What follows belongs to an exercise in optimizing a design on an open flow for small area, a short achievable clock period and few clock cycles per item; a production flow would make more cautious choices.
Only simulation tests tie the RTL to the original design; equivalence was not proved.
Power is estimated from default activity; no workload was simulated.

## fjord
==> flow/design.v <==
module master_dma (
    input  wire        clk,
    input  wire        reset,
    input  wire        trigger,
    input  wire [4:0]  length,
    input  wire [31:0] source_address,
    input  wire [31:0] destination_address,
    output wire        done,
    output wire [31:0] ARADDR,
    output wire        ARVALID,
    input  wire        ARREADY,
    input  wire [31:0] RDATA,
    input  wire        RVALID,
    output wire        RREADY,
    output wire [31:0] AWADDR,
    output wire        AWVALID,
    input  wire        AWREADY,
    output wire [31:0] WDATA,
    output wire        WVALID,
    input  wire        WREADY,
    input  wire        BVALID,
    output wire        BREADY
);
wire [2:0] words = length[4:2];
reg       started;      
reg       done_r;       
reg       b_is_last;    
reg [2:0] b_count;      
wire active = started | trigger;
addr_channel u_ar (.clk(clk), .reset(reset), .base(source_address), .words(words),
                   .active(active), .started(started), .ready(ARREADY),
                   .valid(ARVALID), .addr(ARADDR));
addr_channel u_aw (.clk(clk), .reset(reset), .base(destination_address), .words(words),
                   .active(active), .started(started), .ready(AWREADY),
                   .valid(AWVALID), .addr(AWADDR));
assign WVALID = RVALID & started;
assign WDATA  = RDATA;
assign RREADY = WREADY;
assign BREADY = 1'b1;
wire b_last = BVALID & b_is_last;
assign done = done_r | b_last;
wire [2:0] b_count_next = b_count + {2'd0, BVALID};
always @(posedge clk) begin
    if (reset) begin
        started   <= 1'b0;
        done_r    <= 1'b0;
        b_count   <= 3'd0;
    end else begin
        if (trigger)
            started <= 1'b1;
        if (b_last)
            done_r <= 1'b1;
        b_count   <= b_count_next;
    end
end
always @(posedge clk)
    b_is_last <= (b_count_next + 3'd1 == words);
endmodule
module addr_channel (
    input  wire        clk,
    input  wire        reset,
    input  wire [31:0] base,
    input  wire [2:0]  words,
    input  wire        active,
    input  wire        started,
    input  wire        ready,
    output wire        valid,
    output wire [31:0] addr
);
localparam GROUP = 4;                   
localparam NG = (27 + GROUP - 1) / GROUP;
reg           left;                     
reg  [2:0]    low;                      
reg  [NG-1:0] gcarry;                   
assign valid = left & active;
wire   accept = valid & ready;
assign addr[1:0] = base[1:0];
assign addr[4:2] = started ? low : base[4:2];
wire [2:0] low_next = addr[4:2] + {2'd0, accept};
wire [2:0] low_end  = base[4:2] + words;
wire       carry_next = gcarry[0] | (accept & (&addr[4:2]));
genvar k, g;
generate
    for (k = 5; k < 32; k = k + 1) begin : g_inc
        if ((k - 5) % GROUP == 0) begin : g_first
            assign addr[k] = base[k] ^ gcarry[(k - 5) / GROUP];
        end else begin : g_rest
            assign addr[k] = base[k] ^ (gcarry[(k - 5) / GROUP] & (&base[k-1:5 + GROUP * ((k - 5) / GROUP)]));
        end
    end
    for (g = 0; g < NG; g = g + 1) begin : g_carry
        wire next;
        if (g == 0) begin : g_low
            assign next = carry_next;
        end else begin : g_high
            assign next = carry_next & (&base[5 + GROUP * g - 1:5]);
        end
        always @(posedge clk) begin
            if (reset)
                gcarry[g] <= 1'b0;
            else
                gcarry[g] <= next;
        end
    end
endgenerate
always @(posedge clk)
    low <= low_next;
always @(posedge clk) begin
    if (reset)
        left <= 1'b1;
    else if (accept && low_next == low_end)
        left <= 1'b0;
end
endmodule
module dma_top (
    input  wire        clk,
    input  wire        reset,
    input  wire        trigger,
    input  wire [4:0]  length,
    input  wire [31:0] source_address,
    input  wire [31:0] destination_address,
    output wire        done,
    output wire [31:0] ARADDR,
    output wire        ARVALID,
    input  wire        ARREADY,
    input  wire [31:0] RDATA,
    input  wire        RVALID,
    output wire        RREADY,
    output wire [31:0] AWADDR,
    output wire        AWVALID,
    input  wire        AWREADY,
    output wire [31:0] WDATA,
    output wire        WVALID,
    input  wire        WREADY,
    input  wire        BVALID,
    output wire        BREADY
);
master_dma u_dma (
    .clk(clk),
    .reset(reset),
    .trigger(trigger),
    .length(length),
    .source_address(source_address),
    .destination_address(destination_address),
    .done(done),
    .ARADDR(ARADDR),
    .ARVALID(ARVALID),
    .ARREADY(ARREADY),
    .RDATA(RDATA),
    .RVALID(RVALID),
    .RREADY(RREADY),
    .AWADDR(AWADDR),
    .AWVALID(AWVALID),
    .AWREADY(AWREADY),
    .WDATA(WDATA),
    .WVALID(WVALID),
    .WREADY(WREADY),
    .BVALID(BVALID),
    .BREADY(BREADY)
);
endmodule
==> flow/config.mk <==
export PLATFORM = sky130hd
export DESIGN_NAME = dma_top
export DESIGN_NICKNAME = dma_top
export VERILOG_FILES = /design/flow/design.v
export SDC_FILE = /design/flow/constraint.sdc
export NUM_CORES = 4
export LEC_CHECK = 0
export CAP_MARGIN = 20
export CORE_MARGIN = 2
export CORE_UTILIZATION = 50
export SETUP_SLACK_MARGIN = 1.3
export SLEW_MARGIN = 20
==> flow/constraint.sdc <==
create_clock -name core_clock -period 3.5 [get_ports {clk}]
set_input_delay 0.7000 -clock core_clock [delete_from_list [all_inputs] [get_ports {clk}]]
set_output_delay 0.7000 -clock core_clock [all_outputs]
set_load 0.01 [all_outputs]
standard.sh (not shown) runs the stock make flow with config.mk's settings and CLKGATE_MAP_FILE= SYNTH_SCRIPT=/design/flow/synth_recipe.tcl, a recipe that flattens the netlist after the stock synthesis.
==> flow/flow/run.sh <==
#!/bin/bash
# ORFS layout with two changes from the standard one:
#  - synthesis maps the logic with a plain delay-oriented ABC script (no
#    full/half-adder extraction, no ABC buffering or resizing); everything else
#    in synthesis, including the registers, is the standard synthesis;
#  - the port buffers are the smallest buffer cell.
set -euo pipefail
here=$(pwd)
rm -rf "$here/scripts_abc"
cp -r "$FLOW_HOME/scripts" "$here/scripts_abc"
printf '&get -n\n&st\n&dch\n&nf -p\n&put\n' > "$here/scripts_abc/abc_speed.script"
bash standard.sh "SCRIPTS_DIR=$here/scripts_abc" 'ADDER_MAP_FILE=' synth > synth.log 2>&1
bash standard.sh 'BUFFER_PORTS_ARGS=-buffer_cell sky130_fd_sc_hd__buf_1' finish > layout.log 2>&1
Testbench counts of fjord, summed over its fixed seeds: cycles 29,253, words 9,566.
What lagoon does differently from fjord at the input level:
Settings: CORE_UTILIZATION now 45, was 50.
==> comparison <==
~same post-placement cell area in lagoon and fjord
The lower height of the die came out of fjord.
Comparing met2 routing resource usage after global routing for lagoon and fjord, the bigger number came from fjord.
Setup slack in lagoon is larger than in fjord.
Power share of the combinational group sits higher in lagoon than in fjord.
Routed wire length in lagoon vs fjord: down 660 um
lagoon vs fjord: power down by a little under 10%
[inputs] indigo vs lagoon
Settings: SETUP_SLACK_MARGIN changed from 1.3 to 1.45.
diff --git a/flow/flow/run.sh b/flow/flow/run.sh
--- a/flow/flow/run.sh
+++ b/flow/flow/run.sh
@@ -12,2 +12,2 @@
 bash standard.sh "SCRIPTS_DIR=$here/scripts_abc" 'ADDER_MAP_FILE=' synth > synth.log 2>&1
-bash standard.sh 'BUFFER_PORTS_ARGS=-buffer_cell sky130_fd_sc_hd__buf_1' finish > layout.log 2>&1
+bash standard.sh 'BUFFER_PORTS_ARGS=-buffer_cell sky130_fd_sc_hd__buf_1' 'SETUP_MOVE_SEQUENCE=unbuffer,sizeup,swap' finish > layout.log 2>&1
==> run notes <==
Taking lagoon as the reference, in indigo proportion of power drawn by the clock network +7.0 points, data required time of the worst path held steady. Re data arrival time at the worst-slack endpoint: lagoon and indigo aren't equal, and the lower value belongs to indigo. Of the two candidates, lagoon has the better design area and indigo the worse one. Compare lagoon and indigo | final period utilization lower: indigo. The wire length in indigo sits 4.7% above the value recorded for lagoon. Of lagoon and indigo, the run reporting the lower post-route total power was lagoon. indigo vs lagoon — global-route wire length before repair climbed by a few percent. indigo: number of cells upsized or downsized after cts higher than lagoon. indigo does better than lagoon on worst path setup slack after routing.

separate check: timing with driven ports:
How much do the figures lean on ideal ports? The routed layouts below were timed once more, with nothing changed but the port constraints. Step 1: set_driving_cell puts a clkbuf_16 on clk and a buf_2 on each other input, an assumption about the parent block. Step 2 times the ports against the registers' clock, not the clock port: input delays grow and output delays shrink by t, the midpoint of the rising clock arrivals with the driver on. a / b / c = no drivers / after step 1 / after step 2; a / b = the first two.
run	t, ns	slack for setup (ns)	hold slack, ns	worst register clock-pin slew, ns	cell pins on the clock port's net
fjord	0.292	1.368 / 1.339 / 1.133	0.489 / 0.489 / 0.489	0.09 / 0.09	1
lagoon	0.289	1.383 / 1.349 / 1.194	0.487 / 0.487 / 0.487	0.09 / 0.09	1
indigo	0.295	1.466 / 1.439 / 1.264	0.489 / 0.489 / 0.489	0.10 / 0.10	1
After both steps setup and hold are still met in every run listed. For fjord, which loses most, drivers alone change the setup slack by -0.029 ns; drivers and shift together by -0.235 ns.
